This is an optimization exercise on Yosys and OpenROAD, whose aim is small area, not a production implementation. The RTL was checked by simulation tests, not by an equivalence proof against the original design. Power and IR drop assume default switching activity.

`flow/flow/run.sh`:
```
#!/bin/bash
# Own layout flow: the standard ORFS flow (standard.sh) with
#  - the standard synthesis, followed by an inverter clean-up around the
#    full adders (polarity.py; registers and their cells are untouched),
#  - the smallest buffer (buf_1) on every input and output port,
#  - IO pins one track apart, so a smaller die fits all 2485 pins.
# If an attempt fails (routing congestion) or leaves antenna violations,
# the layout is redone from the floorplan on a larger die.
# Every tool's output goes to a log file in the work folder.
set -uo pipefail
RES=$PWD/orfs/results/sky130hd/column_processing_unit_top/base
cat > my_config.mk <<EOM
include $PWD/config.mk
export BUFFER_PORTS_ARGS = -buffer_cell sky130_fd_sc_hd__buf_1
export PLACE_PINS_ARGS = -min_distance 1 -min_distance_in_tracks
EOM
sed "s#DESIGN_CONFIG=[^ ]*#DESIGN_CONFIG=$PWD/my_config.mk#" standard.sh > my_standard.sh
bash my_standard.sh $RES/1_2_yosys.v > flow_synth.log 2>&1 || exit 1
cp $RES/1_2_yosys.v 1_2_yosys_standard.v
python3 flow/polarity.py 1_2_yosys_standard.v $RES/1_2_yosys.v > flow_polarity.log 2>&1 || exit 1

cat > check_ant.tcl <<EOM
read_db $RES/6_final.odb
set n [check_antennas]
puts "ANTENNA_COUNT \$n"
EOM

k=0
for die in 760 860 960; do
  k=$((k+1))
  rm -f $RES/2_* $RES/3_* $RES/4_* $RES/5_* $RES/6_* out/final.def
  c=$((die-10))
  sed -e "s#'CORE_AREA=[^']*'#'CORE_AREA=10 10 $c $c'#" -e "s#'DIE_AREA=[^']*'#'DIE_AREA=0 0 $die $die'#" \
      my_standard.sh > my_standard_$k.sh
  if bash my_standard_$k.sh finish > flow_make_$k.log 2>&1 && [[ -f out/final.def ]]; then
    openroad -no_init -exit check_ant.tcl > flow_antenna_$k.log 2>&1
    n=$(sed -n 's/.*ANTENNA_COUNT \([0-9]*\).*/\1/p' flow_antenna_$k.log | tail -1)
    if [[ "$n" == "0" ]]; then
      exit 0
    fi
  fi
done
exit 1
```
`flow/flow/polarity.py`:
```
#!/usr/bin/env python3
"""Inverter clean-up for a flat Yosys gate netlist (sky130hd).

Yosys's extract_fa often builds a full adder on inverted inputs and then adds
inverters around it.  Since FA(~a,~b,~c) = (~SUM, ~COUT), a full adder may be
"flipped": all its inputs and both outputs change polarity.  This script picks
the flips that need the fewest inverters (greedy local search), then rewrites
the netlist.  Only inv_1 cells and fa_1 cells are touched; registers and every
other cell keep their names, types and connections (up to signal polarity
handled by inverters), so the logic is unchanged.

usage: polarity.py in.v out.v
"""
import re, sys
from collections import defaultdict

src = open(sys.argv[1]).read()
m = re.search(r'\bmodule\s+(\w+)', src)
mod_start = m.start()
endm = src.rindex('endmodule')
body = src[mod_start:endm]

# statements
stmts = []
for st in re.finditer(r'[^;]*;', body, re.S):
    stmts.append(st.group(0))

cell_re = re.compile(r'\s*(sky130_fd_sc_hd__\w+)\s+(\S+)\s*\((.*)\)\s*;\s*$', re.S)
pin_re = re.compile(r'\.(\w+)\(\s*([^()]*?)\s*\)')
OUTS = {'X', 'Y', 'Q', 'Q_N', 'SUM', 'COUT', 'HI', 'LO'}

cells = []     # (idx, type, name, [(pin, net)])
other = []
ports = set()
for i, s in enumerate(stmts):
    cm = cell_re.match(s)
    if cm:
        typ, name, pins = cm.groups()
        cells.append([i, typ, name, pin_re.findall(pins)])
    else:
        pm = re.match(r'\s*(input|output|inout)\s*(\[[^\]]*\])?\s*([^;]*);', s)
        if pm:
            rng = pm.group(2)
            for n in pm.group(3).split(','):
                n = n.strip()
                if rng:
                    hi, lo = map(int, rng[1:-1].split(':'))
                    for k in range(min(hi, lo), max(hi, lo) + 1):
                        ports.add('%s[%d]' % (n, k))
                else:
                    ports.add(n)
        if re.match(r'\s*assign\b', s):
            # nets in assigns are treated as fixed (ports-like)
            for n in re.findall(r'[\\\w][^\s=;,{}]*(?:\s*\[\d+\])?', s.split('assign', 1)[1]):
                ports.add(n.replace(' ', ''))

def norm(n):
    return n.replace(' ', '')

def is_inv(t):
    return re.match(r'sky130_fd_sc_hd__inv_1$', t) is not None

# drivers
driver = {}
for c in cells:
    for p, n in c[3]:
        if p in OUTS:
            driver[norm(n)] = (c, p)

# inverter classes: root(net) -> (root, parity)
inv_cells = [c for c in cells if is_inv(c[1])]
inv_in = {}
for c in inv_cells:
    d = dict(c[3])
    inv_in[norm(d['Y'])] = norm(d['A'])

def root(n):
    par = 0
    seen = 0
    while n in inv_in and seen < 100:
        n = inv_in[n]; par ^= 1; seen += 1
    return n, par

fa_cells = [c for c in cells if c[1] == 'sky130_fd_sc_hd__fa_1']
fa_id = {id(c): k for k, c in enumerate(fa_cells)}
flip = [0] * len(fa_cells)

# requirement list per root: (kind, ref, parity) kind 'fix' or ('fa', k)
req = defaultdict(list)
names_of = defaultdict(lambda: [set(), set()])   # root -> [names with parity 0, parity 1]
for c in cells:
    if is_inv(c[1]):
        continue
    for p, n in c[3]:
        if p in OUTS:
            continue
        n = norm(n)
        if n.startswith("1'b") or n.startswith("1'h"):
            continue
        r, par = root(n)
        names_of[r][par].add(n)
        if c[1] == 'sky130_fd_sc_hd__fa_1':
            req[r].append((fa_id[id(c)], par))
        else:
            req[r].append((None, par))
for n in ports:
    if n in inv_in or n in driver:
        r, par = root(n)
        names_of[r][par].add(n)
        req[r].append((None, par))
for y in inv_in:
    r, par = root(y)
    names_of[r][par].add(y)

# root provider: FA output or fixed
prov = {}
for r in list(req.keys()):
    d = driver.get(r)
    if d and d[0][1] == 'sky130_fd_sc_hd__fa_1':
        prov[r] = fa_id[id(d[0])]
    else:
        prov[r] = None

fa_roots = defaultdict(set)
for r, lst in req.items():
    for k, par in lst:
        if k is not None:
            fa_roots[k].add(r)
    if prov[r] is not None:
        fa_roots[prov[r]].add(r)

def cost(r):
    has = prov[r]
    provided = flip[has] if has is not None else 0
    need = set()
    for k, par in req[r]:
        need.add(par ^ (flip[k] if k is not None else 0))
    return len(need - {provided})

before = sum(cost(r) for r in req)
improved = True
it = 0
while improved and it < 50:
    improved = False; it += 1
    for k in range(len(fa_cells)):
        rs = fa_roots[k]
        c0 = sum(cost(r) for r in rs)
        flip[k] ^= 1
        c1 = sum(cost(r) for r in rs)
        if c1 < c0:
            improved = True
        else:
            flip[k] ^= 1
after = sum(cost(r) for r in req)
sys.stderr.write("polarity: inverters %d -> %d (%d flips, %d inv cells before)\n" %
                 (before, after, sum(flip), len(inv_cells)))

# rewrite
new_inv = []
cnt = [0]
def netname(r, par):
    s = sorted(names_of[r][par])
    for n in s:
        if n in ports:
            return n
    if s:
        return s[0]
    if par == 0:
        return r
    cnt[0] += 1
    n = '_pol%d_' % cnt[0]
    names_of[r][par].add(n)
    return n

decl = []
conn = {}   # (root, par) -> physical net name
for r in req:
    has = prov[r]
    provided = flip[has] if has is not None else 0
    need = set()
    for k, par in req[r]:
        need.add(par ^ (flip[k] if k is not None else 0))
    # port names must exist with their polarity
    for par in (0, 1):
        if any(n in ports for n in names_of[r][par]):
            need.add(par)
    pn = netname(r, provided)
    conn[(r, provided)] = pn
    for par in need - {provided}:
        on = netname(r, par)
        conn[(r, par)] = on
        new_inv.append((pn, on))
    # extra names of the same polarity that are ports must be aliased
    for par in (0, 1):
        if (r, par) in conn:
            for n in names_of[r][par]:
                if n in ports and n != conn[(r, par)]:
                    new_inv.append(('ALIAS', conn[(r, par)], n))

def fmt(n):
    return n if n.startswith('\\') is False else n + ' '

out_stmts = list(stmts)
drop = set(c[0] for c in inv_cells)
for c in cells:
    if is_inv(c[1]):
        continue
    isfa = c[1] == 'sky130_fd_sc_hd__fa_1'
    f = flip[fa_id[id(c)]] if isfa else 0
    newpins = []
    for p, n in c[3]:
        n0 = norm(n)
        if n0.startswith("1'b") or n0.startswith("1'h"):
            newpins.append((p, n)); continue
        if p in OUTS:
            if n0 in req:
                newpins.append((p, conn[(n0, f)] if isfa else conn.get((n0, 0), n0)))
            else:
                newpins.append((p, n0))
        else:
            r, par = root(n0)
            newpins.append((p, conn[(r, par ^ f)]))
    txt = '  %s %s (\n%s\n  );' % (c[1], c[2], ',\n'.join('    .%s(%s)' % (p, fmt(n)) for p, n in newpins))
    out_stmts[c[0]] = txt
for i in drop:
    out_stmts[i] = ''
extra = []
declared = set(re.findall(r'wire\s+(?:\[[^\]]*\]\s*)?([^;\s]+(?: )?)\s*;', body))
k = 0
for item in new_inv:
    if item[0] == 'ALIAS':
        extra.append('  sky130_fd_sc_hd__buf_1 _polbuf%d_ (\n    .A(%s),\n    .X(%s)\n  );' % (k, fmt(item[1]), fmt(item[2])))
    else:
        a, y = item
        extra.append('  sky130_fd_sc_hd__inv_1 _polinv%d_ (\n    .A(%s),\n    .Y(%s)\n  );' % (k, fmt(a), fmt(y)))
    k += 1
for par_names in names_of.values():
    for s in par_names:
        for n in s:
            if n.startswith('_pol'):
                extra.insert(0, '  wire %s;' % n)
res = src[:mod_start] + ''.join(out_stmts) + '\n' + '\n'.join(extra) + '\n' + src[endm:]
open(sys.argv[2], 'w').write(res)
```
`flow/standard.sh`:
```
#!/bin/bash
# synth_recipe.tcl (not shown) runs the flow's synth.tcl, then flattens the netlist and writes it again
# the make line also repeats each setting of config.mk as NAME=value (left out here)
make -C /OpenROAD-flow-scripts/flow DESIGN_CONFIG=/design/flow/config.mk WORK_HOME=/design/flow/orfs CLKGATE_MAP_FILE= SYNTH_SCRIPT=/design/flow/synth_recipe.tcl "${@:-finish}"
```
`flow/config.mk`:
```
export PLATFORM = sky130hd
export DESIGN_NAME = column_processing_unit_top
export DESIGN_NICKNAME = column_processing_unit_top
export VERILOG_FILES = /design/flow/design.v
export SDC_FILE = /design/flow/constraint.sdc
export NUM_CORES = 4
export LEC_CHECK = 0
export CAP_MARGIN = 20
export CORE_AREA = 10 10 750 750
export CTS_BUF_LIST = sky130_fd_sc_hd__clkbuf_8
export DIE_AREA = 0 0 760 760
export SLEW_MARGIN = 20
```
`flow/constraint.sdc`:
```
create_clock -name core_clock -period 10.0 [get_ports {clk}]
set_input_delay 2.0000 -clock core_clock [delete_from_list [all_inputs] [get_ports {clk}]]
set_output_delay 2.0000 -clock core_clock [all_outputs]
set_load 0.01 [all_outputs]
```
`flow/design.v`:
```
`timescale 1ns / 1ps
module thermo2binary_core (
    input  wire       clk,
    input  wire       ph_sign,
    input  wire       serial_in,
    output reg  [4:0] count,
    output reg        sign_n    
);
    wire [4:0] c;
    wire [4:0] inc;
    assign c[0] = serial_in;
    genvar i;
    generate
        for (i = 0; i < 5; i = i + 1) begin : gen_inc
            assign inc[i] = count[i] ^ c[i];
            if (i < 4) begin : gen_c
                assign c[i+1] = count[i] & c[i];
            end
        end
    endgenerate
    always @(posedge clk) begin
        count <= ph_sign ? 5'd0 : inc;
        if (ph_sign) sign_n <= serial_in;   
    end
endmodule
`timescale 1ns / 1ps
module thermo2binary_array_wrapper (
    input  wire clk,
    input  wire reset,
    input  wire clear,
    input  wire start,
    output wire ph_sign,
    output wire xfer,
    output wire first,
    output reg  valid,
    output reg  ready
);
    reg [5:0] ph;
    wire last = (ph == 6'd34);
    assign ph_sign = (ph == 6'd1);
    always @(posedge clk) begin
        if (reset)
            ph <= 6'd0;
        else if (ph == 6'd0)
            ph <= start ? 6'd1 : 6'd0;
        else if (last)
            ph <= 6'd0;
        else
            ph <= ph + 6'd1;
        valid <= !reset && last;
    end
    reg [3:0] cnt;
    reg       full_d;
    wire      full = cnt[3];
    always @(posedge clk) begin
        if (clear)
            cnt <= 4'd0;
        else if (valid && !full)
            cnt <= cnt + 4'd1;
        full_d <= !clear && full;
        ready  <= !clear && full_d;
    end
    assign first = clear || (cnt == 4'd0);
    assign xfer  = last && !reset && (clear || !full);
endmodule
`timescale 1ns / 1ps
module column_adder (
    input  wire        clk,
    input  wire        xfer,
    input  wire        first,
    input  wire [4:0]  count,
    input  wire        sign_n,    
    output wire [14:0] column_sum
);
    reg  [13:0] A;
    wire [5:0]  a = first ? 6'd0 : A[13:8];    
    wire [5:0] cy;
    wire [6:0] h;
    wire       a5n = ~a[5];
    assign cy[0] = 1'b0;
    genvar i;
    generate
        for (i = 0; i < 5; i = i + 1) begin : gen_add
            assign h[i] = a[i] ^ count[i] ^ cy[i];
            assign cy[i+1] = (a[i] & count[i]) | (cy[i] & (a[i] ^ count[i]));
        end
    endgenerate
    assign h[5] = a5n ^ sign_n ^ cy[5];
    assign h[6] = ~((a5n & sign_n) | (cy[5] & (a5n ^ sign_n)));
    always @(posedge clk) begin
        if (xfer) A <= {h, A[7:1]};
    end
    assign column_sum = {A[13], A};
endmodule
`timescale 1ns / 1ps
module column_adder_array (
    input  wire                clk,
    input  wire                ph_sign,     
    input  wire                xfer,        
    input  wire                first,       
    input  wire [7:0]          serial_in,
    output wire [7:0][14:0]    column_sum,
    output wire [23:0]         final_vector_sum
);
    wire [4:0] n0, n1, n2, n3, n4, n5, n6, n7;
    wire [7:0] s;    
    wire [7:0][4:0] n;
    assign {n7, n6, n5, n4, n3, n2, n1, n0} = n;
    genvar c;
    generate
        for (c = 0; c < 8; c = c + 1) begin : gen_lane
            thermo2binary_core conv (
                .clk(clk), .ph_sign(ph_sign), .serial_in(serial_in[c]),
                .count(n[c]), .sign_n(s[c])
            );
            column_adder acc (
                .clk(clk), .xfer(xfer), .first(first),
                .count(n[c]), .sign_n(s[c]), .column_sum(column_sum[c])
            );
        end
    endgenerate
    reg  [21:2] F;
    wire [13:0] ft = first ? 14'd0 : F[21:8];
    wire [14:0] hF;
  wire ts1;
  wire tc2;
  assign ts1 = ft[1] ^ n0[1] ^ n1[0];
  assign tc2 = (ft[1] & n0[1]) | (ft[1] & n1[0]) | (n0[1] & n1[0]);
  wire ts3;
  wire tc4;
  assign ts3 = ft[2] ^ n0[2] ^ n1[1];
  assign tc4 = (ft[2] & n0[2]) | (ft[2] & n1[1]) | (n0[2] & n1[1]);
  wire ts5;
  wire tc6;
  assign ts5 = ft[3] ^ n0[3] ^ n1[2];
  assign tc6 = (ft[3] & n0[3]) | (ft[3] & n1[2]) | (n0[3] & n1[2]);
  wire ts7;
  wire tc8;
  assign ts7 = ft[4] ^ n0[4] ^ n1[3];
  assign tc8 = (ft[4] & n0[4]) | (ft[4] & n1[3]) | (n0[4] & n1[3]);
  wire ts9;
  wire tc10;
  assign ts9 = n2[2] ^ n3[1] ^ n4[0];
  assign tc10 = (n2[2] & n3[1]) | (n2[2] & n4[0]) | (n3[1] & n4[0]);
  wire ts11;
  wire tc12;
  assign ts11 = ft[5] ^ s[0] ^ n1[4];
  assign tc12 = (ft[5] & s[0]) | (ft[5] & n1[4]) | (s[0] & n1[4]);
  wire ts13;
  wire tc14;
  assign ts13 = n2[3] ^ n3[2] ^ n4[1];
  assign tc14 = (n2[3] & n3[2]) | (n2[3] & n4[1]) | (n3[2] & n4[1]);
  wire ts15;
  wire tc16;
  assign ts15 = ft[6] ^ s[1] ^ n2[4];
  assign tc16 = (ft[6] & s[1]) | (ft[6] & n2[4]) | (s[1] & n2[4]);
  wire ts17;
  wire tc18;
  assign ts17 = n3[3] ^ n4[2] ^ n5[1];
  assign tc18 = (n3[3] & n4[2]) | (n3[3] & n5[1]) | (n4[2] & n5[1]);
  wire ts19;
  wire tc20;
  assign ts19 = ft[7] ^ s[2] ^ n3[4];
  assign tc20 = (ft[7] & s[2]) | (ft[7] & n3[4]) | (s[2] & n3[4]);
  wire ts21;
  wire tc22;
  assign ts21 = n4[3] ^ n5[2] ^ n6[1];
  assign tc22 = (n4[3] & n5[2]) | (n4[3] & n6[1]) | (n5[2] & n6[1]);
  wire ts23;
  wire tc24;
  assign ts23 = ft[8] ^ s[3] ^ n4[4];
  assign tc24 = (ft[8] & s[3]) | (ft[8] & n4[4]) | (s[3] & n4[4]);
  wire ts25;
  wire tc26;
  assign ts25 = n5[3] ^ n6[2] ^ n7[1];
  assign tc26 = (n5[3] & n6[2]) | (n5[3] & n7[1]) | (n6[2] & n7[1]);
  wire ts27;
  wire tc28;
  assign ts27 = ft[9] ^ s[4] ^ n5[4];
  assign tc28 = (ft[9] & s[4]) | (ft[9] & n5[4]) | (s[4] & n5[4]);
  wire ts29;
  wire tc30;
  assign ts29 = ft[10] ^ s[5] ^ n6[4];
  assign tc30 = (ft[10] & s[5]) | (ft[10] & n6[4]) | (s[5] & n6[4]);
  wire ts31;
  wire tc32;
  assign ts31 = ft[11] ^ s[6] ^ n7[4];
  assign tc32 = (ft[11] & s[6]) | (ft[11] & n7[4]) | (s[6] & n7[4]);
  wire ts33;
  wire tc34;
  assign ts33 = tc2 ^ ts3 ^ n2[0];
  assign tc34 = (tc2 & ts3) | (tc2 & n2[0]) | (ts3 & n2[0]);
  wire ts35;
  wire tc36;
  assign ts35 = tc4 ^ ts5 ^ n2[1];
  assign tc36 = (tc4 & ts5) | (tc4 & n2[1]) | (ts5 & n2[1]);
  wire ts37;
  wire tc38;
  assign ts37 = tc6 ^ ts7 ^ ts9;
  assign tc38 = (tc6 & ts7) | (tc6 & ts9) | (ts7 & ts9);
  wire ts39;
  wire tc40;
  assign ts39 = tc8 ^ tc10 ^ ts11;
  assign tc40 = (tc8 & tc10) | (tc8 & ts11) | (tc10 & ts11);
  wire ts41;
  wire tc42;
  assign ts41 = ts13 ^ n5[0] ^ 1'b1;
  assign tc42 = (ts13 & n5[0]) | (ts13 & 1'b1) | (n5[0] & 1'b1);
  wire ts43;
  wire tc44;
  assign ts43 = tc12 ^ tc14 ^ ts15;
  assign tc44 = (tc12 & tc14) | (tc12 & ts15) | (tc14 & ts15);
  wire ts45;
  wire tc46;
  assign ts45 = tc16 ^ tc18 ^ ts19;
  assign tc46 = (tc16 & tc18) | (tc16 & ts19) | (tc18 & ts19);
  wire ts47;
  wire tc48;
  assign ts47 = tc20 ^ tc22 ^ ts23;
  assign tc48 = (tc20 & tc22) | (tc20 & ts23) | (tc22 & ts23);
  wire ts49;
  wire tc50;
  assign ts49 = tc24 ^ tc26 ^ ts27;
  assign tc50 = (tc24 & tc26) | (tc24 & ts27) | (tc26 & ts27);
  wire ts51;
  wire tc52;
  assign ts51 = tc28 ^ ts29 ^ n7[3];
  assign tc52 = (tc28 & ts29) | (tc28 & n7[3]) | (ts29 & n7[3]);
  wire ts53;
  wire tc54;
  assign ts53 = tc32 ^ ft[12] ^ s[7];
  assign tc54 = (tc32 & ft[12]) | (tc32 & s[7]) | (ft[12] & s[7]);
  wire ts55;
  wire tc56;
  assign ts55 = tc34 ^ ts35 ^ n3[0];
  assign tc56 = (tc34 & ts35) | (tc34 & n3[0]) | (ts35 & n3[0]);
  wire ts57;
  wire tc58;
  assign ts57 = tc38 ^ ts39 ^ ts41;
  assign tc58 = (tc38 & ts39) | (tc38 & ts41) | (ts39 & ts41);
  wire ts59;
  wire tc60;
  assign ts59 = tc40 ^ tc42 ^ ts43;
  assign tc60 = (tc40 & tc42) | (tc40 & ts43) | (tc42 & ts43);
  wire ts61;
  wire tc62;
  assign ts61 = tc44 ^ ts45 ^ ts21;
  assign tc62 = (tc44 & ts45) | (tc44 & ts21) | (ts45 & ts21);
  wire ts63;
  wire tc64;
  assign ts63 = tc46 ^ ts47 ^ ts25;
  assign tc64 = (tc46 & ts47) | (tc46 & ts25) | (ts47 & ts25);
  wire ts65;
  wire tc66;
  assign ts65 = tc48 ^ ts49 ^ n6[3];
  assign tc66 = (tc48 & ts49) | (tc48 & n6[3]) | (ts49 & n6[3]);
  wire ts67;
  wire tc68;
  assign ts67 = tc52 ^ tc30 ^ ts31;
  assign tc68 = (tc52 & tc30) | (tc52 & ts31) | (tc30 & ts31);
  wire ts69;
  wire tc70;
  assign ts69 = tc56 ^ tc36 ^ ts37;
  assign tc70 = (tc56 & tc36) | (tc56 & ts37) | (tc36 & ts37);
  wire ts71;
  wire tc72;
  assign ts71 = tc58 ^ ts59 ^ ts17;
  assign tc72 = (tc58 & ts59) | (tc58 & ts17) | (ts59 & ts17);
  wire ts73;
  wire tc74;
  assign ts73 = tc60 ^ ts61 ^ n7[0];
  assign tc74 = (tc60 & ts61) | (tc60 & n7[0]) | (ts61 & n7[0]);
  wire ts75;
  wire tc76;
  assign ts75 = tc64 ^ ts65 ^ n7[2];
  assign tc76 = (tc64 & ts65) | (tc64 & n7[2]) | (ts65 & n7[2]);
  wire ts77;
  wire tc78;
  assign ts77 = tc66 ^ tc50 ^ ts51;
  assign tc78 = (tc66 & tc50) | (tc66 & ts51) | (tc50 & ts51);
  wire ts79;
  wire tc80;
  assign ts79 = tc74 ^ tc62 ^ ts63;
  assign tc80 = (tc74 & tc62) | (tc74 & ts63) | (tc62 & ts63);
  wire ts81;
  wire tc82;
  assign ts81 = ft[0] ^ n0[0];
  assign tc82 = ft[0] & n0[0];
  wire ts83;
  wire tc84;
  assign ts83 = ts1 ^ tc82;
  assign tc84 = ts1 & tc82;
  wire ts85;
  wire tc86;
  assign ts85 = ts33 ^ tc84;
  assign tc86 = ts33 & tc84;
  wire ts87;
  wire tc88;
  assign ts87 = ts55 ^ tc86;
  assign tc88 = ts55 & tc86;
  wire ts89;
  wire tc90;
  assign ts89 = ts69 ^ tc88;
  assign tc90 = ts69 & tc88;
  wire ts91;
  wire tc92;
  assign ts91 = tc70 ^ ts57 ^ tc90;
  assign tc92 = (tc70 & ts57) | (tc70 & tc90) | (ts57 & tc90);
  wire ts93;
  wire tc94;
  assign ts93 = ts71 ^ n6[0] ^ tc92;
  assign tc94 = (ts71 & n6[0]) | (ts71 & tc92) | (n6[0] & tc92);
  wire ts95;
  wire tc96;
  assign ts95 = tc72 ^ ts73 ^ tc94;
  assign tc96 = (tc72 & ts73) | (tc72 & tc94) | (ts73 & tc94);
  wire ts97;
  wire tc98;
  assign ts97 = ts79 ^ tc96;
  assign tc98 = ts79 & tc96;
  wire ts99;
  wire tc100;
  assign ts99 = tc80 ^ ts75 ^ tc98;
  assign tc100 = (tc80 & ts75) | (tc80 & tc98) | (ts75 & tc98);
  wire ts101;
  wire tc102;
  assign ts101 = tc76 ^ ts77 ^ tc100;
  assign tc102 = (tc76 & ts77) | (tc76 & tc100) | (ts77 & tc100);
  wire ts103;
  wire tc104;
  assign ts103 = tc78 ^ ts67 ^ tc102;
  assign tc104 = (tc78 & ts67) | (tc78 & tc102) | (ts67 & tc102);
  wire ts105;
  wire tc106;
  assign ts105 = tc68 ^ ts53 ^ tc104;
  assign tc106 = (tc68 & ts53) | (tc68 & tc104) | (ts53 & tc104);
  wire ts107;
  wire tc108;
  assign ts107 = tc54 ^ ~ft[13] ^ tc106;
  assign tc108 = (tc54 & ~ft[13]) | (tc54 & tc106) | (~ft[13] & tc106);
  wire ts109;
  assign ts109 = 1'b1 ^ tc108;
  assign hF[0] = ts81;
  assign hF[1] = ts83;
  assign hF[2] = ts85;
  assign hF[3] = ts87;
  assign hF[4] = ts89;
  assign hF[5] = ts91;
  assign hF[6] = ts93;
  assign hF[7] = ts95;
  assign hF[8] = ts97;
  assign hF[9] = ts99;
  assign hF[10] = ts101;
  assign hF[11] = ts103;
  assign hF[12] = ts105;
  assign hF[13] = ts107;
  assign hF[14] = ts109;
    always @(posedge clk) begin
        if (xfer) F[21:2] <= {hF, F[7:3]};
    end
    assign final_vector_sum = {F[21], F[21], F[21:2],
                               column_sum[0][1] ^ column_sum[1][0], column_sum[0][0]};
endmodule
`timescale 1ns / 1ps
module column_processing_unit_top #(
    parameter NUM_UNITS = 16,
    parameter NUM_COLUMNS = 8,
    parameter COLUMN_SUM_WIDTH = 15,
    parameter FINAL_VECTOR_SUM_WIDTH = 24
)(
    input  wire clk,
    input  wire reset,
    input  wire clear,
    input  wire global_accumulation_enable,
    input  wire start_conversion,
    input  wire [NUM_UNITS-1:0][NUM_COLUMNS-1:0] serial_thermo_in,
    output wire signed [NUM_UNITS-1:0][NUM_COLUMNS-1:0][COLUMN_SUM_WIDTH-1:0] column_sum,
    output wire signed [NUM_UNITS-1:0][FINAL_VECTOR_SUM_WIDTH-1:0] final_vector_sum,
    output wire [NUM_UNITS-1:0] conversion_valid,
    output wire [NUM_UNITS-1:0] column_sum_ready,
    output wire [NUM_UNITS-1:0] processing_complete
);
    wire ph_sign, xfer, first, valid, ready;
    thermo2binary_array_wrapper ctrl (
        .clk(clk), .reset(reset), .clear(clear),
        .start(global_accumulation_enable && start_conversion),
        .ph_sign(ph_sign), .xfer(xfer), .first(first),
        .valid(valid), .ready(ready)
    );
    assign conversion_valid    = {NUM_UNITS{valid}};
    assign column_sum_ready    = {NUM_UNITS{ready}};
    assign processing_complete = {NUM_UNITS{ready}};
    genvar u;
    generate
        for (u = 0; u < NUM_UNITS; u = u + 1) begin : gen_unit
            column_adder_array unit (
                .clk(clk), .ph_sign(ph_sign), .xfer(xfer), .first(first),
                .serial_in(serial_thermo_in[u]),
                .column_sum(column_sum[u]),
                .final_vector_sum(final_vector_sum[u])
            );
        end
    endgenerate
endmodule
```
==> results of run 1 <==
per-stage QoR:
stage	hold WS (ns)	area (sq um)	power (uW)	instances	worst slack, ns
final	0.3972	160400	41100	18212	1.828
after CTS	0.3899	160300	42030	18159	2.049
after global placement	0.4255	149800	29620	17199	0.7387
after detailed placement	0.4296	149800	30400	17199	0.6400
after floorplan	0.4138	133200	25720	7827	-58.86
after global routing	0.4146	160400	44650	18199	1.733
flip-flops by register name, summed over array words and instances, names as in the netlist:
register / cells
gen_unit.unit.gen_lane.acc.A: 1792
gen_unit.unit.gen_lane.conv.count: 640
gen_unit.unit.F: 320
gen_unit.unit.gen_lane.conv.sign_n: 128
ctrl.ph: 6
ctrl.cnt: 4
ctrl.full_d: 1
ctrl.ready: 1
ctrl.valid: 1
cell type report:
cell class	count	share of cell area [%]
clock inverter	383	1.628
multi-input combinational	3964	30.04
inverter	565	1.326
antenna	53	0.08266
tap	7234	5.641
timing repair buffer	2543	6.265
clock buffer	577	4.949
sequential	2893	50.07
cells in the final DEF, fill, tap and decap left out, drive strengths merged:
master    count
fa         1392
a21oi         2
clkbuf      577
and2       1264
nor2        135
nand2       243
nor4          2
nand4         1
ha          758
a211oi        1
buf        2543
clkinv      124
nor3b         1
a41oi         1
clkinvlp     11
bufinv       16
xor2         19
diode        53
or3           2
xnor2       130
dfxtp       653
nand3         2
nor2b         3
nor3          3
inv         797
mux2i         2
edfxtp     2240
o21ai         2
nand3b        1
worst max-delay path, cell delays in order:
cell and delay [ns]:
buf_1 0.33, a21oi_4 0.10, buf_12 0.18, and2_1 0.29, fa_1 0.48, fa_1 0.51, fa_1 0.42, fa_1 0.44
ha_1 0.21, fa_1 0.45, fa_1 0.43, fa_1 0.43, ha_1 0.23, fa_1 0.48, fa_1 0.47, fa_1 0.46
fa_1 0.47, fa_1 0.48
worst max path at each step:
stage               start                                end  slack, ns
floorplan           clear   gen_unit[0].unit.F[10]$_DFFE_PP_     -58.86
detailed placement  clear   gen_unit[0].unit.F[20]$_DFFE_PP_       0.64
global placement    clear  gen_unit[11].unit.F[20]$_DFFE_PP_       0.74
CTS                 clear   gen_unit[0].unit.F[20]$_DFFE_PP_       2.05
finish              clear  gen_unit[11].unit.F[20]$_DFFE_PP_       1.83
global route        clear  gen_unit[12].unit.F[20]$_DFFE_PP_       1.73
per-layer routing:
| layer | track usage, % | vias to the layer above | wire, um | part of all wire (%) |
|---|---|---|---|---|
| li1 | - | 31570 | - | - |
| met3 | 4.860 | 1152 | 39240 | 8.6 |
| met1 | 17.45 | 37978 | 169300 | 37 |
| met4 | 11.49 | 14 | 39730 | 8.7 |
| met5 | 0.02457 | - | 84 | 0.018 |
| met2 | 23.80 | 3483 | 206300 | 45 |
where the power goes:
group,switching [uW],internal (uW)
combinational,6080,5990
clock,5530,5880
sequential,2000,15600
==> metrics.md, run 1 <==
| Metric | Value |
|---|---|
| CORE AREA | `0.5452 sq mm` |
| DIE WIDTH | `760 um` |
| TritonCTS clock tree | `yes` |
| Setup Skew | `0.07227 ns` |
| Seq. cell area | `0.08034 sq mm` |
| Hold path start | `gen_unit[14].unit.F[4]$_DFFE_PP_` |
| Static Leak | `~0.064 uW` |
| Measured slew at the worst slew-check pin | `about 1.2 ns` |
| Reg2reg end | `gen_unit[11].unit.F[20]$_DFFE_PP_` |
| Worst-Skew Late Latency | `1.21 ns` |
| Post-CTS Setup Repair Bufs | `0` |
| Mapped cell area | `about 0.13 sq mm` |
| Fin Setup TNS | `0 ns` |
| Crit path max fanout | `30` |
| Slew Limit Fails | `0` |
| DRC Markers | `0` |
| Status | `no timing/DRC/antenna violations` |
| Largest net degree at the start of global routing | `185` |
| # port buffers | `2,484` |
| Fin util | `29.43%` |
| Yosys Warn Count | `4` |
| CTS Buf Count | `527` |
| Starting density of the core | `24.42%` |
| Routed WL per cell | `24.97 um` |
| Final ANT Viol Nets | `0` |
| Post-CTS resize count | `0` |
| Clock tree root buffer cell | `clkbuf_8` |
| Clock Tree Buf Depth | `4` |
| VDD IR-drop max | `0.0002254 V` |
| Ports | `2,485` |
| Die area | `0.5776 sq mm` |
| DR pass1 iterations | `6` |
| Final Cycle Share | `81.72%` |
| Final min period | `between 8 and 9 ns` |
| Reg2reg path depth | `20` |
| Crit path DAT | `9.05 ns` |
| Row count | `271` |
| GRT overflow | `0` |
| CTS Hold Bufs | `0` |
| Max Cap Violations | `0` |
| Crit start category | `input port` |
| GP Congestion | `about 0.9` |
| Hold endpoint | `gen_unit[14].unit.F[3]$_DFFE_PP_` |
| Clock sink total | `slightly below 3,000` |
| Achievable frequency | `0.1224 GHz` |
| Post-Syn Instances | `7,827` |
| CP required | `10.87 ns` |
| Total track usage | `roughly 15%` |
| Final Hold Fails | `0` |
| Post-Route WL | `454,700 um` |
| H-tree depth | `6` |
| Power Dens Cells | `256.2 mW/mm^2` |
| Worst hold path class | `reg2reg` |
| P&R area growth vs syn | `20.48%` |
| Reg clk slew, reported paths | `0.06 ns` |
| Syn_area_per_cell | `17.01 sq um` |
| Net count after synthesis | `10,110` |
| Area of the multi-input gates | `0.04819 sq mm` |
| Via count | `74,197` |
| Initial antenna violation count | `74` |
| R2R setup slack | `2.22 ns` |
| Initial DRC count | `5,449` |
| Share of cells above drive strength 1 | `7.130%` |
| Nets@finish | `about 13,000` |
| DIE HEIGHT | `760 um` |
| Vias in the first global route | `79,846` |
| Filler cell count in the final layout | `54,893` |
| Crit. End Element | `register` |
| Post-DP HPWL | `368,800 um` |
| WS Path Type | `in2reg` |
| DR vias/cell | `4.074` |
| Reg-to-Reg Start | `ctrl.cnt[0]$_SDFFE_PP0P_` |
| Slew HR | `between 20 and 25%` |
| RSZ-0062 raised after global routing | `false` |
| First-pass GRT wire length | `633,200 um` |
| Hold path depth | `0` |
| Endpoints failing setup | `0` |
==> run 2, diff against run 1 <==
--- a/flow/flow/run.sh
+++ b/flow/flow/run.sh
@@ -3,3 +3,4 @@
 #  - the standard synthesis, followed by an inverter clean-up around the
-#    full adders (polarity.py; registers and their cells are untouched),
+#    full adders (polarity.py) and a new ABC mapping of the plain gates
+#    around them (reabc.ys); registers and their cells are untouched,
 #  - the smallest buffer (buf_1) on every input and output port,
@@ -19,3 +20,10 @@
 cp $RES/1_2_yosys.v 1_2_yosys_standard.v
-python3 flow/polarity.py 1_2_yosys_standard.v $RES/1_2_yosys.v > flow_polarity.log 2>&1 || exit 1
+python3 flow/polarity.py 1_2_yosys_standard.v 1_2_yosys_polarity.v > flow_polarity.log 2>&1 || exit 1
+YOSYS=$FLOW_HOME/../tools/install/yosys/bin/yosys
+[[ -x $YOSYS ]] || YOSYS=yosys
+LIB=$FLOW_HOME/platforms/sky130hd/lib/sky130_fd_sc_hd__tt_025C_1v80.lib
+sed -e "s#@LIB@#$LIB#g" -e "s#@IN@#$PWD/1_2_yosys_polarity.v#" -e "s#@OUT@#$PWD/1_2_yosys_reabc.v#" \
+    -e "s#@TOP@#$FLOW_TOP#g" -e "s#@FLOW@#$FLOW_HOME#g" flow/reabc.ys > reabc_run.ys
+$YOSYS -q -l flow_reabc.log reabc_run.ys > /dev/null 2>&1 || exit 1
+cp 1_2_yosys_reabc.v $RES/1_2_yosys.v
 
--- a/flow/flow/polarity.py
+++ b/flow/flow/polarity.py
@@ -13,3 +13,3 @@
 """
-import re, sys
+import os, re, sys
 from collections import defaultdict
@@ -116,2 +116,4 @@
 prov = {}
+SOFT = os.environ.get('POLARITY_SOFT', '0') == '1'
+soft = set()
 for r in list(req.keys()):
@@ -122,2 +124,5 @@
         prov[r] = None
+        # a plain single-output gate can be remapped to give either polarity
+        if SOFT and d and r not in ports and not re.search(r'(fa|ha|df|edf|sdf|dl|conb)', d[0][1].replace('sky130_fd_sc_hd__', '')) and d[1] in ('X', 'Y'):
+            soft.add(r)
 
@@ -132,2 +137,7 @@
 def cost(r):
+    if r in soft:
+        need = set()
+        for k, par in req[r]:
+            need.add(par ^ (flip[k] if k is not None else 0))
+        return max(0, len(need) - 1)
     has = prov[r]
==> flow/flow/reabc.ys (new file) <==
# Re-map the plain gates of the netlist after polarity.py. Full and half
# adders and flip-flops are kept as they are (black boxes); everything else
# is flattened to gates and mapped again by ABC with ORFS's speed script.
read_liberty -ignore_miss_func @LIB@
read_verilog @IN@
hierarchy -top @TOP@
blackbox sky130_fd_sc_hd__fa_1 sky130_fd_sc_hd__ha_1 sky130_fd_sc_hd__edfxtp_1 sky130_fd_sc_hd__dfxtp_1 sky130_fd_sc_hd__conb_1
flatten
rename -hide w:_*_.*
opt_clean -purge
abc -script @FLOW@/scripts/abc_speed.script -liberty @LIB@ -dont_use sky130_fd_sc_hd__probe_p_8 -dont_use sky130_fd_sc_hd__probec_p_8 -dont_use sky130_fd_sc_hd__lpflow_bleeder_1 -dont_use sky130_fd_sc_hd__lpflow_clkbufkapwr_1 -dont_use sky130_fd_sc_hd__lpflow_clkbufkapwr_16 -dont_use sky130_fd_sc_hd__lpflow_clkbufkapwr_2 -dont_use sky130_fd_sc_hd__lpflow_clkbufkapwr_4 -dont_use sky130_fd_sc_hd__lpflow_clkbufkapwr_8 -dont_use sky130_fd_sc_hd__lpflow_clkinvkapwr_1 -dont_use sky130_fd_sc_hd__lpflow_clkinvkapwr_16 -dont_use sky130_fd_sc_hd__lpflow_clkinvkapwr_2 -dont_use sky130_fd_sc_hd__lpflow_clkinvkapwr_4 -dont_use sky130_fd_sc_hd__lpflow_clkinvkapwr_8 -dont_use sky130_fd_sc_hd__lpflow_decapkapwr_12 -dont_use sky130_fd_sc_hd__lpflow_decapkapwr_3 -dont_use sky130_fd_sc_hd__lpflow_decapkapwr_4 -dont_use sky130_fd_sc_hd__lpflow_decapkapwr_6 -dont_use sky130_fd_sc_hd__lpflow_decapkapwr_8 -dont_use sky130_fd_sc_hd__lpflow_inputiso0n_1 -dont_use sky130_fd_sc_hd__lpflow_inputiso0p_1 -dont_use sky130_fd_sc_hd__lpflow_inputiso1n_1 -dont_use sky130_fd_sc_hd__lpflow_inputiso1p_1 -dont_use sky130_fd_sc_hd__lpflow_inputisolatch_1 -dont_use sky130_fd_sc_hd__lpflow_isobufsrc_1 -dont_use sky130_fd_sc_hd__lpflow_isobufsrc_16 -dont_use sky130_fd_sc_hd__lpflow_isobufsrc_2 -dont_use sky130_fd_sc_hd__lpflow_isobufsrc_4 -dont_use sky130_fd_sc_hd__lpflow_isobufsrc_8 -dont_use sky130_fd_sc_hd__lpflow_isobufsrckapwr_16 -dont_use sky130_fd_sc_hd__lpflow_lsbuf_lh_hl_isowell_tap_1 -dont_use sky130_fd_sc_hd__lpflow_lsbuf_lh_hl_isowell_tap_2 
opt_clean -purge
setundef -zero
splitnets
insbuf -buf sky130_fd_sc_hd__buf_4 A X
hilomap -singleton -hicell sky130_fd_sc_hd__conb_1 HI -locell sky130_fd_sc_hd__conb_1 LO
opt_clean -purge
stat -top @TOP@ -liberty @LIB@
write_verilog -noattr -noexpr -selected @OUT@
==> run 2 against run 1 <==
Compared with the run above: highest routed layer unchanged; hold slack worse by 0.0037 ns; largest power group unchanged; sequential power down 3%; global-route usage up 0.11 points.
==> metrics.md, run 2 <==
| Metric | Value |
|---|---|
| Status | `no timing/DRC/antenna violations (unchanged)` |
| CTS Hold Bufs | `0 (unchanged)` |
| Post-CTS resize count | `0 (unchanged)` |
| DR vias/cell | `4.074 (about the same)` |
| Vias in the first global route | `78,714 (was 79,846)` |
| P&R area growth vs syn | `20.20% (was 20.48%)` |
| H-tree depth | `6 (unchanged)` |
| Reg-to-Reg Start | `ctrl.cnt[0]$_SDFFE_PP0P_ (unchanged)` |
| Worst Setup SP | `clear (unchanged)` |
| Post-DP HPWL | `371,600 um (was 368,800 um)` |
| Routed WL per cell | `25.61 um (was 24.97 um)` |
| Initial antenna violation count | `77 (was 74)` |
| GRT overflow | `0 (unchanged)` |
| Crit. End Element | `register (unchanged)` |
| Slew Limit Fails | `0 (unchanged)` |
| GP Congestion | `0.8867 (was 0.8938)` |
| Worst-Skew Late Latency | `1.17 ns (was 1.21 ns)` |
| Crit path cell chain | `buf_1 -> a21oi_4 -> buf_12 -> buf_4 -> and2_0 -> fa_1 -> fa_1 -> fa_1 -> fa_1 -> ha_1 -> fa_1 -> fa_1 -> fa_1 -> ha_1 -> fa_1 -> fa_1 -> fa_1 -> fa_1 -> fa_1 (was buf_1 -> a21oi_4 -> buf_12 -> and2_1 -> fa_1 -> fa_1 -> fa_1 -> fa_1 -> ha_1 -> fa_1 -> fa_1 -> fa_1 -> ha_1 -> fa_1 -> fa_1 -> fa_1 -> fa_1 -> fa_1)` |
| Via count | `72,810 (was 74,197)` |
| CP Buf/Inv Count | `3 (was 2)` |
| WL met3 | `38,770 um (was 39,240 um)` |
| First-pass GRT wire length | `633,300 um (was 633,200 um)` |
| Max reg flops | `1,792 (unchanged)` |
| Ports | `2,485 (unchanged)` |
| Die area | `0.5776 sq mm (unchanged)` |
| Worst hold path class | `reg2reg (unchanged)` |
| Power Dens Cells | `241.2 mW/mm^2 (was 256.2 mW/mm^2)` |
| CTS Buf Count | `525 (was 527)` |
| CORE AREA | `0.5452 sq mm (unchanged)` |
| Reg with most FFs | `gen_unit.unit.gen_lane.acc.A (unchanged)` |
| Final Hold Fails | `0 (unchanged)` |
| Final ANT Viol Nets | `0 (unchanged)` |
| Row count | `271 (unchanged)` |
| Final Cycle Share | `80.80% (was 81.72%)` |
| WS Path Type | `in2reg (unchanged)` |
| Reg2reg end | `gen_unit[11].unit.F[20]$_DFFE_PP_ (unchanged)` |
| Clock Tree Buf Depth | `4 (unchanged)` |
| Share of cells above drive strength 1 | `7.369% (was 7.130%)` |
| Fin Setup TNS | `0 ns (unchanged)` |
| Static Leak | `0.06054 uW (was 0.06373 uW)` |
| Largest net degree at the start of global routing | `191 (was 185)` |
| RSZ-0062 raised after global routing | `false (unchanged)` |
| TritonCTS clock tree | `yes (unchanged)` |
| Critical path endpoint | `gen_unit[11].unit.F[20]$_DFFE_PP_ (unchanged)` |
| Yosys Warn Count | `4 (unchanged)` |
| Commonest non-fill, non-tap cell in the layout | `buf_1 (unchanged)` |
| # port buffers | `2,484 (unchanged)` |
| R2R setup slack | `2.22 ns (about the same)` |
| Pre-CTS setup slack | `0.6634 ns (was 0.6400 ns)` |
| DIE HEIGHT | `760 um (unchanged)` |
| Metal2 WL | `210,000 um (was 206,300 um)` |
| DR pass1 iterations | `5 (was 6)` |
| PnR worst setup slack | `1.920 ns (was 1.828 ns)` |
| Reg2reg path depth | `20 (unchanged)` |
| Measured slew at the worst slew-check pin | `1.178 ns (was 1.165 ns)` |
| Mapped cell area | `0.1325 sq mm (was 0.1332 sq mm)` |
| Initial DRC count | `5,053 (was 5,449)` |
| Max incr delay on CP | `0.49 ns (was 0.51 ns)` |
| Clock sink total | `2,893 (unchanged)` |
| Post-Route WL | `457,700 um (was 454,700 um)` |
| Crit start category | `input port (unchanged)` |
| CP max-delay cell | `fa_1 (unchanged)` |
| Starting density of the core | `24.30% (was 24.42%)` |
| Syn_area_per_cell | `17.72 sq um (was 17.01 sq um)` |
| DR top layer | `met5 (unchanged)` |
| Endpoints failing setup | `0 (unchanged)` |
| Setup Skew | `0.06418 ns (was 0.07227 ns)` |
| Critical path's most frequent cell | `fa_1 (unchanged)` |
| Final min period | `8.080 ns (was 8.172 ns)` |
| Post-CTS Setup Repair Bufs | `0 (unchanged)` |
| Top flop regs | `gen_unit.unit.gen_lane.acc.A (1792), gen_unit.unit.gen_lane.conv.count (640), gen_unit.unit.F (320) (unchanged)` |
| WL met1 | `171,300 um (was 169,300 um)` |
| Reg clk slew, reported paths | `0.06 ns (about the same)` |
| Nets@finish | `12,441 (was 12,777)` |
| Crit path DAT | `8.98 ns (was 9.05 ns)` |
| Max Cap Violations | `0 (unchanged)` |
| Most frequent cells in the layout | `2,482 x buf_1, 2,240 x edfxtp_1, 1,392 x fa_1, 1,360 x and2_0, 758 x ha_1 (was 2,478 x buf_1, 2,240 x edfxtp_1, 1,392 x fa_1, 1,264 x and2_1, 758 x ha_1)` |
| Total track usage | `15.35% (was 15.24%)` |
| Post-Syn Instances | `7,476 (was 7,827)` |
| Hold slack | `0.3935 ns (was 0.3972 ns)` |
| Slew HR | `21.50% (was 22.31%)` |
| VDD IR-drop max | `0.0001591 V (was 0.0002254 V)` |
| Cell count along the critical path | `19 (was 18)` |
| DRC Markers | `0 (unchanged)` |
| Clock tree root buffer cell | `clkbuf_8 (unchanged)` |
| CP required | `10.90 ns (was 10.87 ns)` |
| Crit path max fanout | `21 (was 30)` |
| DIE WIDTH | `760 um (unchanged)` |
| Achievable frequency | `0.1238 GHz (was 0.1224 GHz)` |
| CP top delay family | `adder cells (unchanged)` |
| Net count after synthesis | `9,759 (was 10,110)` |
## run 2: cell count changes in the layout (fill, tap and decap cells not counted), sizes merged, moves of 10 or more
cell    change
inv       -347
and2       +96
nand2      -95
buf        +16
clkinv     -10
## run 2: how the worst min path moves through the flow
stage	start	to	cells after the start
floorplan	ctrl.full_d$_DFF_P_	ctrl.ready$_DFF_P_	1
global placement	ctrl.full_d$_DFF_P_	ctrl.ready$_DFF_P_	1
detailed placement	gen_unit[5].unit.gen_lane[5].acc.A[5]$_DFFE_PP_	gen_unit[5].unit.gen_lane[5].acc.A[4]$_DFFE_PP_	0
CTS	gen_unit[11].unit.gen_lane[7].acc.A[4]$_DFFE_PP_	gen_unit[11].unit.gen_lane[7].acc.A[3]$_DFFE_PP_	0
global route	gen_unit[10].unit.F[4]$_DFFE_PP_	gen_unit[10].unit.F[3]$_DFFE_PP_	0
finish	gen_unit[11].unit.gen_lane[7].acc.A[4]$_DFFE_PP_	gen_unit[11].unit.gen_lane[7].acc.A[3]$_DFFE_PP_	0
## run 2: metrics by stage
stage	utilization [%]	power, uW	area (sq um)	cells
4_1_cts	29.19	39360	159100	17819
2_1_floorplan	-	24010	132500	7476
3_5_place_dp	27.28	27880	148700	16865
6_report	29.21	38420	159300	17873
3_3_place_gp	27.28	27400	148700	16865
5_1_grt	29.21	41710	159300	17870
## run 2: layer usage
metal,vias to the layer above,track usage (%)
met4,14,10.83
met1,37329,17.60
met2,3414,24.24
met5,-,0.2948
li1,30914,-
met3,1139,4.948
## run 2: power by group
part           total (uW)  internal, uW  leakage [uW]  switching (uW)
combinational       10200          5000        0.0288            5200
sequential          17000         15300        0.0256            1690
clock               11200          5830       0.00605            5410
total               38400         26100        0.0605           12300
## run 2: cell type report
class | count | area [sq um]
antenna | 54 | 135.1
clock buffer | 580 | 7983
clock inverter | 374 | 2440
fill | 54961 | 386000
inverter | 213 | 807.0
multi-input combinational | 3966 | 48440
sequential | 2893 | 80340
tap | 7234 | 9051
timing repair buffer | 2559 | 10080
==> run 3, diff against run 2 <==
--- a/flow/flow/run.sh
+++ b/flow/flow/run.sh
@@ -6,3 +6,4 @@
 #  - the smallest buffer (buf_1) on every input and output port,
-#  - IO pins one track apart, so a smaller die fits all 2485 pins.
+#  - IO pins one track apart, so a smaller die fits all 2485 pins,
+#  - clock tree: larger sink clusters and no dummy loads.
 # If an attempt fails (routing congestion) or leaves antenna violations,
@@ -16,2 +17,3 @@
 export PLACE_PINS_ARGS = -min_distance 1 -min_distance_in_tracks
+export CTS_ARGS = -sink_clustering_enable -repair_clock_nets -buf_list sky130_fd_sc_hd__clkbuf_16 -sink_clustering_size 30 -sink_clustering_max_diameter 100 -dont_use_dummy_load
 EOM
--- a/flow/config.mk
+++ b/flow/config.mk
@@ -9,3 +9,2 @@
 export CORE_AREA = 10 10 750 750
-export CTS_BUF_LIST = sky130_fd_sc_hd__clkbuf_8
 export DIE_AREA = 0 0 760 760
==> run 3 against run 2 <==
Compared with the run above: worst setup slack worse by 0.28 ns; still clean on timing, DRC and antenna; non-clock buffer count unchanged; critical path type unchanged; global-route usage down 0.32 points; clock power decreased by 42%.
==> metrics.md, run 3 <==
| Metric | Value |
|---|---|
| Most frequent cells in the layout | `2,482 x buf_1, 2,240 x edfxtp_1, 1,392 x fa_1, 1,360 x and2_0, 758 x ha_1 (unchanged)` |
| Worst hold path class | `reg2reg (unchanged)` |
| Endpoints failing setup | `0 (unchanged)` |
| PnR worst setup slack | `1.638 ns (was 1.920 ns)` |
| Slew HR | `13.33% (was 21.50%)` |
| Starting density of the core | `24.30% (unchanged)` |
| Vias in the first global route | `74,675 (was 78,714)` |
| Power Dens Cells | `220.3 mW/mm^2 (was 241.2 mW/mm^2)` |
| Status | `no timing/DRC/antenna violations (unchanged)` |
| Reg2reg end | `gen_unit[11].unit.F[20]$_DFFE_PP_ (unchanged)` |
| Via count | `69,845 (was 72,810)` |
| DRC Markers | `0 (unchanged)` |
| Pwr Total | `33,590 uW (was 38,420 uW)` |
| Achievable frequency | `0.1196 GHz (was 0.1238 GHz)` |
| CORE AREA | `0.5452 sq mm (unchanged)` |
| Post-CTS Setup Repair Bufs | `0 (unchanged)` |
| Net count after synthesis | `9,759 (unchanged)` |
| Clock Tree Buf Depth | `4 (unchanged)` |
| Top flop regs | `gen_unit.unit.gen_lane.acc.A (1792), gen_unit.unit.gen_lane.conv.count (640), gen_unit.unit.F (320) (unchanged)` |
| Max incr delay on CP | `0.49 ns (about the same)` |
| Mapped cell area | `0.1325 sq mm (unchanged)` |
| Internal | `22,850 uW (was 26,110 uW)` |
| Total track usage | `15.04% (was 15.35%)` |
| Final Hold Fails | `0 (unchanged)` |
| H-tree depth | `4 (was 6)` |
| Setup Skew | `0.1034 ns (was 0.06418 ns)` |
| Syn_area_per_cell | `17.72 sq um (unchanged)` |
| Crit path DAT | `8.97 ns (was 8.98 ns)` |
| Crit. End Element | `register (unchanged)` |
| Reg-to-Reg Start | `ctrl.cnt[0]$_SDFFE_PP0P_ (unchanged)` |
| Crit start category | `input port (unchanged)` |
| Hold endpoint | `gen_unit[3].unit.gen_lane[4].acc.A[3]$_DFFE_PP_ (was gen_unit[11].unit.gen_lane[7].acc.A[3]$_DFFE_PP_)` |
| Initial antenna violation count | `71 (was 77)` |
| CP required | `10.60 ns (was 10.90 ns)` |
| Final ANT Viol Nets | `0 (unchanged)` |
| Sequential power share | `50.4% (was 44.2%)` |
| Ports | `2,485 (unchanged)` |
| Routed WL per cell | `26.25 um (was 25.61 um)` |
| Measured slew at the worst slew-check pin | `1.300 ns (was 1.178 ns)` |
| CTS Hold Bufs | `0 (unchanged)` |
| Post-CTS resize count | `0 (unchanged)` |
| Reg with most FFs | `gen_unit.unit.gen_lane.acc.A (unchanged)` |
| GP Congestion | `0.8867 (unchanged)` |
| Post-Syn Instances | `7,476 (unchanged)` |
| VDD IR-drop max | `0.0001559 V (was 0.0001591 V)` |
| Post-Route WL | `447,900 um (was 457,700 um)` |
| Clock tree root buffer cell | `clkbuf_16 (was clkbuf_8)` |
| Sw Pwr | `10,730 uW (was 12,300 uW)` |
| # port buffers | `2,484 (unchanged)` |
| Clock sink total | `2,893 (unchanged)` |
| Yosys Warn Count | `4 (unchanged)` |
| Max Cap Violations | `0 (unchanged)` |
| Dpl cell area | `0.1487 sq mm (unchanged)` |
| CTS Buf Count | `145 (was 525)` |
| Slew Limit Fails | `0 (unchanged)` |
| Nets@finish | `12,061 (was 12,441)` |
| Reg clk slew, reported paths | `0.11 ns (was 0.06 ns)` |
| Fin util | `27.96% (was 29.21%)` |
| Reg2reg path depth | `20 (unchanged)` |
| Fin Setup TNS | `0 ns (unchanged)` |
| Comb pwr share | `30.3% (was 26.6%)` |
| Critical path's most frequent cell | `fa_1 (unchanged)` |
| Commonest non-fill, non-tap cell in the layout | `buf_1 (unchanged)` |
| Design area | `0.1525 sq mm (was 0.1593 sq mm)` |
| Clock power frac | `19.3% (was 29.3%)` |
| Switching share of power | `31.96% (was 32.03%)` |
| Largest net degree at the start of global routing | `191 (unchanged)` |
| Post-DP HPWL | `371,600 um (unchanged)` |
| Hold path start | `gen_unit[3].unit.gen_lane[4].acc.A[4]$_DFFE_PP_ (was gen_unit[11].unit.gen_lane[7].acc.A[4]$_DFFE_PP_)` |
| Worst-Skew Late Latency | `0.90 ns (was 1.17 ns)` |
| R2R setup slack | `2.26 ns (was 2.22 ns)` |
| RSZ-0062 raised after global routing | `false (unchanged)` |
| Static Leak | `0.05627 uW (was 0.06054 uW)` |
| Crit path cell chain | `buf_1 -> a21oi_4 -> buf_12 -> buf_4 -> and2_0 -> fa_1 -> fa_1 -> fa_1 -> fa_1 -> ha_1 -> fa_1 -> fa_1 -> fa_1 -> ha_1 -> fa_1 -> fa_1 -> fa_1 -> fa_1 -> fa_1 (unchanged)` |
| DIE HEIGHT | `760 um (unchanged)` |
| Crit path max fanout | `21 (unchanged)` |
| Row count | `271 (unchanged)` |
| Final Cycle Share | `83.62% (was 80.80%)` |
| DR pass1 iterations | `6 (was 5)` |
| DR vias/cell | `4.094 (was 4.074)` |
| Hold path depth | `0 (unchanged)` |
| Pre-CTS setup slack | `0.6634 ns (unchanged)` |
| Share of cells above drive strength 1 | `2.342% (was 7.369%)` |
| Die area | `0.5776 sq mm (unchanged)` |
| First-pass GRT wire length | `618,700 um (was 633,300 um)` |
| P&R area growth vs syn | `15.07% (was 20.20%)` |
| CP max-delay cell | `fa_1 (unchanged)` |
| Initial DRC count | `5,045 (was 5,053)` |
| DIE WIDTH | `760 um (unchanged)` |
| Max reg flops | `1,792 (unchanged)` |
| TritonCTS clock tree | `yes (unchanged)` |
| WS Path Type | `in2reg (unchanged)` |
| Final min period | `8.362 ns (was 8.080 ns)` |
| GRT overflow | `0 (unchanged)` |
-- run 3: worst max-delay path by stage --
| stage | slack [ns] | startpoint | to | cells after the start |
|---|---|---|---|---|
| 3_5_place_dp | 0.66 | clear | gen_unit[11].unit.F[20]$_DFFE_PP_ | 19 |
| 2_1_floorplan | -58.88 | clear | gen_unit[0].unit.F[10]$_DFFE_PP_ | 2 |
| 3_3_place_gp | 0.71 | clear | gen_unit[11].unit.F[20]$_DFFE_PP_ | 19 |
| 6_report | 1.64 | clear | gen_unit[11].unit.F[20]$_DFFE_PP_ | 19 |
| 4_1_cts | 1.66 | clear | gen_unit[11].unit.F[20]$_DFFE_PP_ | 19 |
| 5_1_grt | 1.40 | clear | gen_unit[11].unit.F[20]$_DFFE_PP_ | 19 |
-- run 3: layout make-up --
cell class | count | area [sq um]
well taps | 7234 | 9051
flip-flops and latches | 2893 | 80340
fillers | 55312 | 392800
diodes | 51 | 127.6
multi-input cells | 3966 | 48440
clock buffers | 145 | 3628
repair buffers | 2559 | 10080
inverters | 213 | 807.0
-- run 3: worst max-delay path, delay by kind of cell --
family / cells / cell delay (ns)
fa+ha+maj: 14 / 5.94
buf+inv: 3 / 0.53
compound gates: 1 / 0.24
simple gates: 1 / 0.15
-- run 3: power groups by stage --
stage	logic, uW	registers [uW]	clock network (uW)
after floorplan	7470	16500	0
after global placement	10100	17300	0
after detailed placement	10600	17300	0
after CTS	10700	17000	6750
after global routing	12400	17200	7100
final	10200	16900	6470
-- run 3: metal layers --
layer  track usage, %  routed length (um)
met5           0.2375                 253
met3            4.346               35170
met1            17.48              168800
met2            24.03              207600
met4            10.16               36050
-- run 3: per-stage QoR --
step           cells  hold WS (ns)
6_report       17061        0.4110
5_1_grt        17046        0.4083
4_1_cts        17010        0.4143
3_5_place_dp   16865        0.4302
3_3_place_gp   16865        0.4191
2_1_floorplan   7476        0.4138
==> run 4, diff against run 3 <==
--- a/flow/design.v
+++ b/flow/design.v
@@ -5,2 +5,3 @@
     input  wire       serial_in,
+    input  wire       count_en,
     output reg  [4:0] count,
@@ -10,3 +11,3 @@
     wire [4:0] inc;
-    assign c[0] = serial_in;
+    assign c[0] = serial_in & count_en;
     genvar i;
@@ -32,4 +33,7 @@
     output wire ph_sign,
-    output wire xfer,
-    output wire first,
+    output wire last,       
+    output wire xfer_a,
+    output wire first_a,
+    output wire xfer_b,
+    output wire first_b,
     output reg  valid,
@@ -38,3 +42,3 @@
     reg [5:0] ph;
-    wire last = (ph == 6'd34);
+    assign last = (ph == 6'd34);
     assign ph_sign = (ph == 6'd1);
@@ -62,4 +66,6 @@
     end
-    assign first = clear || (cnt == 4'd0);
-    assign xfer  = last && !reset && (clear || !full);
+    assign first_a = clear || (cnt == 4'd0);
+    assign xfer_a  = last && !reset && (clear || !full);
+    assign first_b = (cnt == 4'd0);
+    assign xfer_b  = valid && !clear && !full;
 endmodule
@@ -98,12 +104,17 @@
     input  wire                ph_sign,     
-    input  wire                xfer,        
-    input  wire                first,       
-    input  wire [7:0]          serial_in,
-    output wire [7:0][14:0]    column_sum,
-    output wire [23:0]         final_vector_sum
+    input  wire                hold_b,      
+    input  wire                sel,         
+    input  wire                xfer_a,
+    input  wire                first_a,
+    input  wire                xfer_b,
+    input  wire                first_b,
+    input  wire [7:0]          serial_in_a,
+    input  wire [7:0]          serial_in_b,
+    output wire [7:0][14:0]    column_sum_a,
+    output wire [7:0][14:0]    column_sum_b,
+    output wire [23:0]         final_vector_sum_a,
+    output wire [23:0]         final_vector_sum_b
 );
-    wire [4:0] n0, n1, n2, n3, n4, n5, n6, n7;
-    wire [7:0] s;    
-    wire [7:0][4:0] n;
-    assign {n7, n6, n5, n4, n3, n2, n1, n0} = n;
+    wire [7:0][4:0] na, nb;
+    wire [7:0]      sa, sb;    
     genvar c;
@@ -111,9 +122,17 @@
         for (c = 0; c < 8; c = c + 1) begin : gen_lane
-            thermo2binary_core conv (
-                .clk(clk), .ph_sign(ph_sign), .serial_in(serial_in[c]),
-                .count(n[c]), .sign_n(s[c])
+            thermo2binary_core conv_a (
+                .clk(clk), .ph_sign(ph_sign), .serial_in(serial_in_a[c]), .count_en(1'b1),
+                .count(na[c]), .sign_n(sa[c])
             );
-            column_adder acc (
-                .clk(clk), .xfer(xfer), .first(first),
-                .count(n[c]), .sign_n(s[c]), .column_sum(column_sum[c])
+            column_adder acc_a (
+                .clk(clk), .xfer(xfer_a), .first(first_a),
+                .count(na[c]), .sign_n(sa[c]), .column_sum(column_sum_a[c])
+            );
+            thermo2binary_core conv_b (
+                .clk(clk), .ph_sign(ph_sign), .serial_in(serial_in_b[c]), .count_en(!hold_b),
+                .count(nb[c]), .sign_n(sb[c])
+            );
+            column_adder acc_b (
+                .clk(clk), .xfer(xfer_b), .first(first_b),
+                .count(nb[c]), .sign_n(sb[c]), .column_sum(column_sum_b[c])
             );
@@ -121,4 +140,10 @@
     endgenerate
-    reg  [21:2] F;
-    wire [13:0] ft = first ? 14'd0 : F[21:8];
+    reg  [21:2] Fa, Fb;
+    wire [13:0] fta = first_a ? 14'd0 : Fa[21:8];
+    wire [13:0] ftb = first_b ? 14'd0 : Fb[21:8];
+    wire [13:0] ft = sel ? ftb : fta;
+    wire [7:0][4:0] n = sel ? nb : na;
+    wire [7:0]      s = sel ? sb : sa;
+    wire [4:0] n0 = n[0], n1 = n[1], n2 = n[2], n3 = n[3];
+    wire [4:0] n4 = n[4], n5 = n[5], n6 = n[6], n7 = n[7];
     wire [14:0] hF;
@@ -358,6 +383,9 @@
     always @(posedge clk) begin
-        if (xfer) F[21:2] <= {hF, F[7:3]};
+        if (xfer_a) Fa <= {hF, Fa[7:3]};
+        if (xfer_b) Fb <= {hF, Fb[7:3]};
     end
-    assign final_vector_sum = {F[21], F[21], F[21:2],
-                               column_sum[0][1] ^ column_sum[1][0], column_sum[0][0]};
+    assign final_vector_sum_a = {Fa[21], Fa[21], Fa,
+                                 column_sum_a[0][1] ^ column_sum_a[1][0], column_sum_a[0][0]};
+    assign final_vector_sum_b = {Fb[21], Fb[21], Fb,
+                                 column_sum_b[0][1] ^ column_sum_b[1][0], column_sum_b[0][0]};
 endmodule
@@ -382,3 +410,3 @@
 );
-    wire ph_sign, xfer, first, valid, ready;
+    wire ph_sign, last, xfer_a, first_a, xfer_b, first_b, valid, ready;
     thermo2binary_array_wrapper ctrl (
@@ -386,3 +414,4 @@
         .start(global_accumulation_enable && start_conversion),
-        .ph_sign(ph_sign), .xfer(xfer), .first(first),
+        .ph_sign(ph_sign), .last(last),
+        .xfer_a(xfer_a), .first_a(first_a), .xfer_b(xfer_b), .first_b(first_b),
         .valid(valid), .ready(ready)
@@ -394,8 +423,12 @@
     generate
-        for (u = 0; u < NUM_UNITS; u = u + 1) begin : gen_unit
-            column_adder_array unit (
-                .clk(clk), .ph_sign(ph_sign), .xfer(xfer), .first(first),
-                .serial_in(serial_thermo_in[u]),
-                .column_sum(column_sum[u]),
-                .final_vector_sum(final_vector_sum[u])
+        for (u = 0; u < NUM_UNITS/2; u = u + 1) begin : gen_pair
+            column_adder_array pair (
+                .clk(clk), .ph_sign(ph_sign), .hold_b(last), .sel(valid),
+                .xfer_a(xfer_a), .first_a(first_a), .xfer_b(xfer_b), .first_b(first_b),
+                .serial_in_a(serial_thermo_in[u]),
+                .serial_in_b(serial_thermo_in[u + NUM_UNITS/2]),
+                .column_sum_a(column_sum[u]),
+                .column_sum_b(column_sum[u + NUM_UNITS/2]),
+                .final_vector_sum_a(final_vector_sum[u]),
+                .final_vector_sum_b(final_vector_sum[u + NUM_UNITS/2])
             );
==> run 4 against run 3 <==
Compared with the run above: hold slack lost 0.020 ns; via count grew 3.8%; clock-buffer cell count grew 1; non-clock buffer count grew 18; maximum frequency shrank 1.4%; critical path depth grew 2; register-to-register slack lost 0.22 ns; global-route usage grew 1.1 points; synthesized cell count grew 2.2%; highest routed layer unchanged.
==> metrics.md, run 4 <==
| Metric | Value |
|---|---|
| Clock Tree Buf Depth | `4 (unchanged)` |
| Max Cap Violations | `0 (unchanged)` |
| Row count | `271 (unchanged)` |
| Worst hold path class | `reg2reg (unchanged)` |
| Crit. End Element | `register (unchanged)` |
| First-pass GRT wire length | `658,600 um (was 618,700 um)` |
| Sw Pwr | `10,260 uW (was 10,730 uW)` |
| Post-Syn Instances | `7,643 (was 7,476)` |
| Clock power frac | `19.9% (was 19.3%)` |
| Grt met2 use | `24.32% (was 24.03%)` |
| Total track usage | `16.18% (was 15.04%)` |
| Clock tree root buffer cell | `clkbuf_16 (unchanged)` |
| Syn_area_per_cell | `16.91 sq um (was 17.72 sq um)` |
| Net count after synthesis | `9,494 (was 9,759)` |
| Measured slew at the worst slew-check pin | `1.243 ns (was 1.300 ns)` |
| Crit path max fanout | `6 (was 21)` |
| Comb pwr share | `27.9% (was 30.3%)` |
| Filler cell count in the final layout | `55,747 (was 55,312)` |
| Commonest non-fill, non-tap cell in the layout | `buf_1 (unchanged)` |
| GR peak layer | `met2 (unchanged)` |
| Power Dens Cells | `218.1 mW/mm^2 (was 220.3 mW/mm^2)` |
| Status | `no timing/DRC/antenna violations (unchanged)` |
| GP Congestion | `0.9166 (was 0.8867)` |
| GRT overflow | `0 (unchanged)` |
| DRC Markers | `0 (unchanged)` |
| CP required | `10.53 ns (was 10.60 ns)` |
| H-tree depth | `4 (unchanged)` |
| Crit path DAT | `9.02 ns (was 8.97 ns)` |
| Max incr delay on CP | `0.59 ns (was 0.49 ns)` |
| Post-Place Cells | `17,045 (was 16,865)` |
| P&R area growth vs syn | `15.74% (was 15.07%)` |
| Vias in the first global route | `76,024 (was 74,675)` |
| Crit start category | `input port (unchanged)` |
| VDD IR-drop max | `0.0002456 V (was 0.0001559 V)` |
| Fin cells | `17,242 (was 17,061)` |
| Pre-CTS setup slack | `0.5455 ns (was 0.6634 ns)` |
| Via count | `72,516 (was 69,845)` |
| DIE HEIGHT | `760 um (unchanged)` |
| Area of the multi-input gates | `0.04469 sq mm (was 0.04844 sq mm)` |
| RSZ-0062 raised after global routing | `false (unchanged)` |
| Final ANT Viol Nets | `0 (unchanged)` |
| GR Util met3 | `4.536% (was 4.346%)` |
| Final Cycle Share | `84.85% (was 83.62%)` |
| Reg clk slew, reported paths | `0.11 ns (about the same)` |
| Internal | `22,360 uW (was 22,850 uW)` |
| Final min period | `8.485 ns (was 8.362 ns)` |
| Post-CTS resize count | `0 (unchanged)` |
| Nets@finish | `11,811 (was 12,061)` |
| PnR worst setup slack | `1.515 ns (was 1.638 ns)` |
==> run 4: layout make-up <==
cell class              instances  area share, %
well taps                    7234          6.051
repair buffers               2577          6.955
inverters                     349         0.8808
flip-flops and latches       2893          53.71
clock buffers                 146          2.443
multi-input cells            3993          29.88
diodes                         50        0.08365
==> run 4: through the flow <==
step	hold WS [ns]	area, sq um	utilization, %
5_1_grt	0.3897	149600	27.43
4_1_cts	0.3783	149400	27.41
6_report	0.3912	149600	27.43
3_3_place_gp	0.4251	145700	26.73
3_5_place_dp	0.4294	145800	26.74
2_1_floorplan	0.4138	129300	-
==> run 4: metal layers <==
metal	vias to the layer above	share of wire, %
met3	1124	8.0
met2	3370	44
met1	37348	38
met5	-	0.074
met4	22	9.9
li1	30652	-
==> run 4: path summary, 6_finish.rpt <==
check                                                         start                                                end  slack (ns)  cells past startpoint
hold / removal    gen_pair[2].pair.gen_lane[1].acc_b.A[4]$_DFFE_PP_  gen_pair[2].pair.gen_lane[1].acc_b.A[3]$_DFFE_PP_        0.39                      0
setup / recovery                                              clear                  gen_pair[4].pair.Fa[20]$_DFFE_PP_        1.52                     21
hold reg to reg   gen_pair[2].pair.gen_lane[1].acc_b.A[4]$_DFFE_PP_  gen_pair[2].pair.gen_lane[1].acc_b.A[3]$_DFFE_PP_        0.39                      0
setup reg to reg                                 ctrl.valid$_DFF_P_                  gen_pair[7].pair.Fa[20]$_DFFE_PP_        2.04                     18
==> run 4: power groups by stage <==
stage               clock [uW]  sequential [uW]  combinational, uW
floorplan                    0            16600               6310
global placement             0            17300               8770
detailed placement           0            17300               9200
CTS                       6760            17000               9310
global route              7110            17200              10700
finish                    6500            17000               9100

-- what the ideal ports hide --
The flow's constraints put no driver on any port. The routed layouts listed below were extracted and timed again, unchanged, in two steps.
Step 1, drivers: a clkbuf_16 drives clk and a buf_2 each remaining input, both assumed.
Step 2, shift: input delay + t, output delay - t, t = (earliest + latest rising clock arrival at the registers) / 2. This alone moves slack from input paths to output paths.
Slacks: no drivers / after step 1 / after step 2; pairs: no drivers / after step 1.
run	shift t [ns]	setup WS [ns]	hold WS [ns]	worst setup path at the end
run 1	1.272	1.828 / 1.806 / 0.535	0.397 / 0.397 / 0.397	input to register
run 2	1.248	1.920 / 1.927 / 0.679	0.394 / 0.394 / 0.394	input to register
run 3	0.960	1.638 / 1.655 / 0.695	0.411 / 0.411 / 0.411	input to register
run 4	0.956	1.515 / 1.590 / 0.634	0.391 / 0.391 / 0.391	input to register
After both steps every run listed still meets setup and hold. For run 1, which loses most, drivers alone change the setup slack by -0.022 ns; drivers and shift together by -1.293 ns.
